From an optimization exercise on the open Yosys and OpenROAD flow, aimed at small area; shortcuts taken in it are not production practice. Only simulation tests tie the RTL to the original design; equivalence was not proved. Power figures rest on the tool's default switching activity, not on a simulated workload.

==> flow/design.v <==
module motor_controller (input clk, input reset, input dir, input on, input [16-1:0] duty_counter, input [15:0] duty_cycle, output [3:0] out);
  reg dir_reg;
  function less;
    input [15:0] a, b;
    integer k;
    begin
      less = 1'b0;
      for (k = 0; k < 16; k = k + 1)
        less = (b[k] & ~a[k]) | ((b[k] | ~a[k]) & less);
    end
  endfunction
  always @(posedge clk)
    if (reset)
      dir_reg <= 1'b0;
    else
      dir_reg <= dir ^ (on & less(duty_counter, duty_cycle));
  motor_internal mi(clk, reset, dir_reg, on, out);
endmodule
module motor_internal (input clk, input reset, input dir, input on, output [3:0] out);
  localparam [6:0] START = 7'b1110010;
  localparam [6:0] REST  = 7'b1111111;
  reg [6:0] c;
  reg [1:0] prev_in;
  wire at_end = &c[5:0];
  wire change = {dir, on} != prev_in;
  always @(posedge clk)
  begin
    if (reset)
    begin
      c <= REST;
      prev_in <= 2'b00;
    end
    else if (at_end)
    begin
      c <= change ? START : REST;
    end
    else
    begin
      c <= {c[5:0], ~(c[6] ^ c[4])};
      prev_in <= {dir, on};
    end
  end
  wire show = (c == START) | (c == REST);
  wire d = prev_in[1];
  wire o = prev_in[0];
  assign out = show ? {d, ~d & o, d ^ o, d & o} : 4'b0000;
endmodule
module slave_controller(input clk, input reset, input chipselect, input write, input [3:0]addr, input [31:0] writedata, output [23:0] GPIO_out);
  reg [11:0] in;
  reg [6*16-1:0] duty_cycle;
  reg [15:0] period;
  reg [16-1:0] duty_counter;
  wire wen = chipselect & write;
  wire [15:0] wd = writedata[15:0] & {16{~reset}};
  integer k;
  always @(posedge clk)
  begin
    for (k = 0; k < 6; k = k + 1)
    begin
      if (reset | (wen & (addr == k)))
        in[2*k +: 2] <= wd[1:0];
      if (reset | (wen & (addr == k + 8)))
        duty_cycle[16*k +: 16] <= wd;
    end
    if (reset | (wen & (addr == 4'd14)))
      period <= wd;
  end
  always @(posedge clk)
    if (reset || duty_counter == period)
      duty_counter <= 0;
    else
      duty_counter <= duty_counter + 1'b1;
  generate
  genvar i;
    for (i=0; i<6; i=i+1)
      begin : motor_control_loop
        motor_controller mc(clk, reset, in[i*2 + 1], in[i*2], duty_counter, duty_cycle[(i+1)*16-1:i*16], GPIO_out[i*4+3:i*4]);
      end
  endgenerate
endmodule
Settings: LEC_CHECK=0, CAP_MARGIN=20, CORE_MARGIN=2, CORE_UTILIZATION=40, SLEW_MARGIN=20; clock period 4.0 ns.
run.sh (not shown) runs the stock make flow with config.mk's settings and CLKGATE_MAP_FILE= SYNTH_SCRIPT=/design/flow/synth_recipe.tcl, a recipe that flattens the netlist after the stock synthesis.
The starting point completed with no timing, DRC or antenna violations.
Rerun with:
--- a/flow/design.v
+++ b/flow/design.v
@@ -1,20 +1,11 @@
 module motor_controller (input clk, input reset, input dir, input on, input [16-1:0] duty_counter, input [15:0] duty_cycle, output [3:0] out);
   reg dir_reg;
-  function less;
-    input [15:0] a, b;
-    integer k;
-    begin
-      less = 1'b0;
-      for (k = 0; k < 16; k = k + 1)
-        less = (b[k] & ~a[k]) | ((b[k] | ~a[k]) & less);
-    end
-  endfunction
   always @(posedge clk)
     if (reset)
       dir_reg <= 1'b0;
     else
-      dir_reg <= dir ^ (on & less(duty_counter, duty_cycle));
+      dir_reg <= dir ^ (on && duty_counter < duty_cycle);
   motor_internal mi(clk, reset, dir_reg, on, out);
 endmodule
 module motor_internal (input clk, input reset, input dir, input on, output [3:0] out);
   localparam [6:0] START = 7'b1110010;
=> The new run passed the timing, DRC and antenna checks. Setup slack gets better by 150 ps. Synthesized cell count climbs by 7.9%. Final cell count went up by about 10%. Total power fell by 1.2%. Core utilization stays flat. Sequential power is about the same. Area after synthesis came out higher by 7.6%. Non-clock buffer count is lower by 2. Clock power is lower by about 5%. Via count rises by 5.3%. Sequential cell count is unchanged. Global-route usage fell by 0.13 points. Maximum frequency climbs by 5.2%.

========
== run 1 ==
slave_controller, a different RTL version from the one above (not shown whole).
Size: roughly 660 cells after synthesis, about 64 I/O pins, ~7800 sq um of cells after synthesis.
==> module motor_internal, before the edit <==
module motor_internal (input clk, input reset, input dir, input on, output [3:0] out);
  localparam [6:0] FIRST = 7'b1110111;
  localparam [6:0] LAST  = 7'b1001100;    
  reg [6:0] c;
  wire show = ~c[6] & ~c[5] & ~c[3] & ~c[2];      
  wire at_end = ~c[6] & ~c[5] & c[4] & ~c[2];     
  wire start = show & ~c[4];
  wire [1:0] prev_in = c[1:0];
  wire change = {dir, on} != prev_in;
  always @(posedge clk)
    if (reset)
      c <= LAST;
    else if (at_end)
      c <= {2'b00, ~change, 2'b00, prev_in};      
    else if (start)
      c <= FIRST;
    else if (c == LAST)
      c <= {5'b00110, dir, on};                    
    else
      c <= {c[5:0], c[6] ^ c[2]};
  wire d = prev_in[1];
  wire o = prev_in[0];
  assign out = show ? {d, ~d & o, d ^ o, d & o} : 4'b0000;
endmodule
export LEC_CHECK = 0
export CAP_MARGIN = 0
export CORE_MARGIN = 2
export CORE_UTILIZATION = 40
export SLEW_MARGIN = 0
create_clock -name core_clock -period 4.0 [get_ports {clk}]
standard.sh (not shown) runs the stock make flow with config.mk's settings and CLKGATE_MAP_FILE= SYNTH_SCRIPT=/design/flow/synth_recipe.tcl, a recipe that flattens the netlist after the stock synthesis.
==> flow/flow/run.sh <==
#!/bin/bash
# Layout flow: the standard synthesis, then the combinational logic is
# mapped again for area (flip-flops untouched), then the standard layout steps.
set -euo pipefail
W=$(pwd)
F=$W/flow
R=$W/orfs/results/$FLOW_PLATFORM/slave_controller/base
L=$W/orfs/logs/$FLOW_PLATFORM/slave_controller/base

bash standard.sh synth > $W/synth.log 2>&1

cp $R/1_2_yosys.v $W/std_netlist.v
export REMAP_LIB=$(ls $FLOW_HOME/platforms/$FLOW_PLATFORM/lib/sky130_fd_sc_hd__tt_025C_1v80.lib)
export REMAP_DONTUSE="$(grep -o '\-dont_use [^ ]*' $L/1_2_yosys.log | sort -u | tr '\n' ' ')"
export REMAP_IN=$W/std_netlist.v
export REMAP_OUT=$W/remap_netlist.v
export REMAP_SCRIPT=$F/area.abc
export REMAP_D=3000
yosys -c $F/remap.tcl > $W/remap.log 2>&1
cp $W/remap_netlist.v $R/1_2_yosys.v
rm -f $R/1_synth.odb $R/1_synth.sdc

bash standard.sh finish "BUFFER_PORTS_ARGS=-buffer_cell sky130_fd_sc_hd__buf_1" \
  "CTS_ARGS=-sink_clustering_enable -repair_clock_nets -buf_list sky130_fd_sc_hd__clkbuf_8 -dont_use_dummy_load" \
  > $W/layout.log 2>&1
==> flow/flow/area.abc <==
strash; dc2; dch -f; &get -n; &nf -a -R 1000 {D}; &put; topo; stime
==> flow/flow/remap.tcl <==
# Re-map the combinational logic of a mapped netlist for area, keeping every
# flip-flop instance (name, cell type, connections) as it is.
# env: REMAP_IN, REMAP_OUT, REMAP_LIB, REMAP_SCRIPT (abc script), REMAP_D (abc -D)
yosys read_liberty -ignore_miss_func $::env(REMAP_LIB)
# keep sequential cells as black boxes
foreach m {dfxtp dfxbp edfxtp edfxbp dfrtp dfrbp dfstp dfbbp dfsbp sdfxtp sdfxbp sedfxtp dlxtp dlxbp dlxtn dlrtp dlclkp sdlclkp dfrtn sdfrtp sdfstp sdfbbp sdfrbp sdfsbp sedfxbp dlrbp dlrbn dlrtn dlxbn} {
  catch { yosys blackbox sky130_fd_sc_hd__${m}_* }
}
yosys read_verilog -overwrite $::env(REMAP_IN)
yosys hierarchy -top slave_controller
yosys flatten
yosys opt -purge
yosys stat
yosys abc -liberty $::env(REMAP_LIB) -script $::env(REMAP_SCRIPT) -D $::env(REMAP_D) {*}$::env(REMAP_DONTUSE)
yosys opt_clean -purge
yosys setundef -zero
yosys hilomap -singleton -hicell sky130_fd_sc_hd__conb_1 HI -locell sky130_fd_sc_hd__conb_1 LO
yosys insbuf -buf sky130_fd_sc_hd__buf_4 A X
yosys splitnets
yosys opt_clean -purge
yosys tee -o $::env(REMAP_OUT).stat stat -liberty $::env(REMAP_LIB)
yosys write_verilog -noattr -nohex -nodec $::env(REMAP_OUT)
## Diff of input files: run 2 against run 1
-- flow/design.v --
<<< run 1, line 18
endmodule
module motor_internal (input clk, input reset, input dir, input on, output [3:0] out);
  localparam [6:0] FIRST = 7'b1110111;
  localparam [6:0] LAST  = 7'b1001100;    
  reg [6:0] c;
  wire show = ~c[6] & ~c[5] & ~c[3] & ~c[2];      
  wire at_end = ~c[6] & ~c[5] & c[4] & ~c[2];     
  wire start = show & ~c[4];
  wire [1:0] prev_in = c[1:0];
  wire change = {dir, on} != prev_in;
  always @(posedge clk)
    if (reset)
      c <= LAST;
    else if (at_end)
      c <= {2'b00, ~change, 2'b00, prev_in};      
    else if (start)
      c <= FIRST;
    else if (c == LAST)
      c <= {5'b00110, dir, on};                    
    else
      c <= {c[5:0], c[6] ^ c[2]};
  wire d = prev_in[1];
  wire o = prev_in[0];
>>> run 2, line 18
endmodule
module motor_internal (input clk, input reset, input dir, input on, output [3:0] out);
  localparam [6:0] START  = 7'b0010000;
  localparam [6:0] BEFORE = 7'b1100000;    
  reg [6:0] c;
  reg [1:0] prev_in;
  wire low_clear = ~|{c[5], c[3:0]};
  wire at_end = low_clear & ~c[4];
  wire show = low_clear & ~c[6];
  wire change = {dir, on} != prev_in;
  always @(posedge clk)
  begin
    if (reset)
      c <= BEFORE;
    else if (at_end)
      c <= change ? START : 7'b0000000;
    else
      c <= {c[5:0], c[6] ^ c[5] ^ c[2] ^ c[1]};
    if (!at_end)
      prev_in <= {dir, on};
  end
  wire d = prev_in[1];
  wire o = prev_in[0];
[summary]
Run 2: no failed stages, no open violations at the end. Run 1: all stages complete, timing, DRC and antenna checks passed. Between run 2 and run 1, it is run 2 whose design area is higher, by about 1.5%. The run with more setup slack is run 1; run 2 has less. Worst endpoint data arrival time in run 2 vs run 1: up 0.18 ns. Against run 1 as the reference, run 2 delivers a lower placed wire-length estimate. Sort run 2 and run 1 by detailed-routed wire length on met2, descending, and run 1 comes first. Looking at tightest slew margin relative to the limit, run 2 sits above run 1. Wire length reported by the detailed router shrinks by a little under 10% when moving from run 1 to run 2. Non-clock buffer area fraction after layout essentially unchanged between run 1 and run 2. In run 2, part of the total power dissipated in the clock network is lower than in run 1.

==> port drivers added, routing unchanged <==
Ports are ideal in the flow. The routed layouts listed here were re-timed in OpenROAD.
Step 1: set_driving_cell puts a clkbuf_16 on clk and a buf_2 on each other input, an assumption about the parent block.
Step 2, shift: input delay + t, output delay - t, t = (earliest + latest rising clock arrival at the registers) / 2. This alone moves slack from input paths to output paths.
Three values: ideal ports, drivers, drivers and shift; two values: the first two.
run	shift t [ns]	setup WS [ns]	hold slack, ns	slew at the worst register clock pin (ns)
the first run of note 1	0.480	0.967 / 0.967 / 0.967	0.464 / 0.464 / 0.464	0.08 / 0.08
the second run of note 1	0.485	1.118 / 1.069 / 1.155	0.458 / 0.458 / 0.458	0.08 / 0.08
run 1	0.488	0.557 / 0.557 / 0.557	0.445 / 0.445 / 0.445	0.09 / 0.09
run 2	0.485	0.385 / 0.385 / 0.385	0.437 / 0.437 / 0.437	0.10 / 0.10
After both steps every run listed still meets setup and hold.
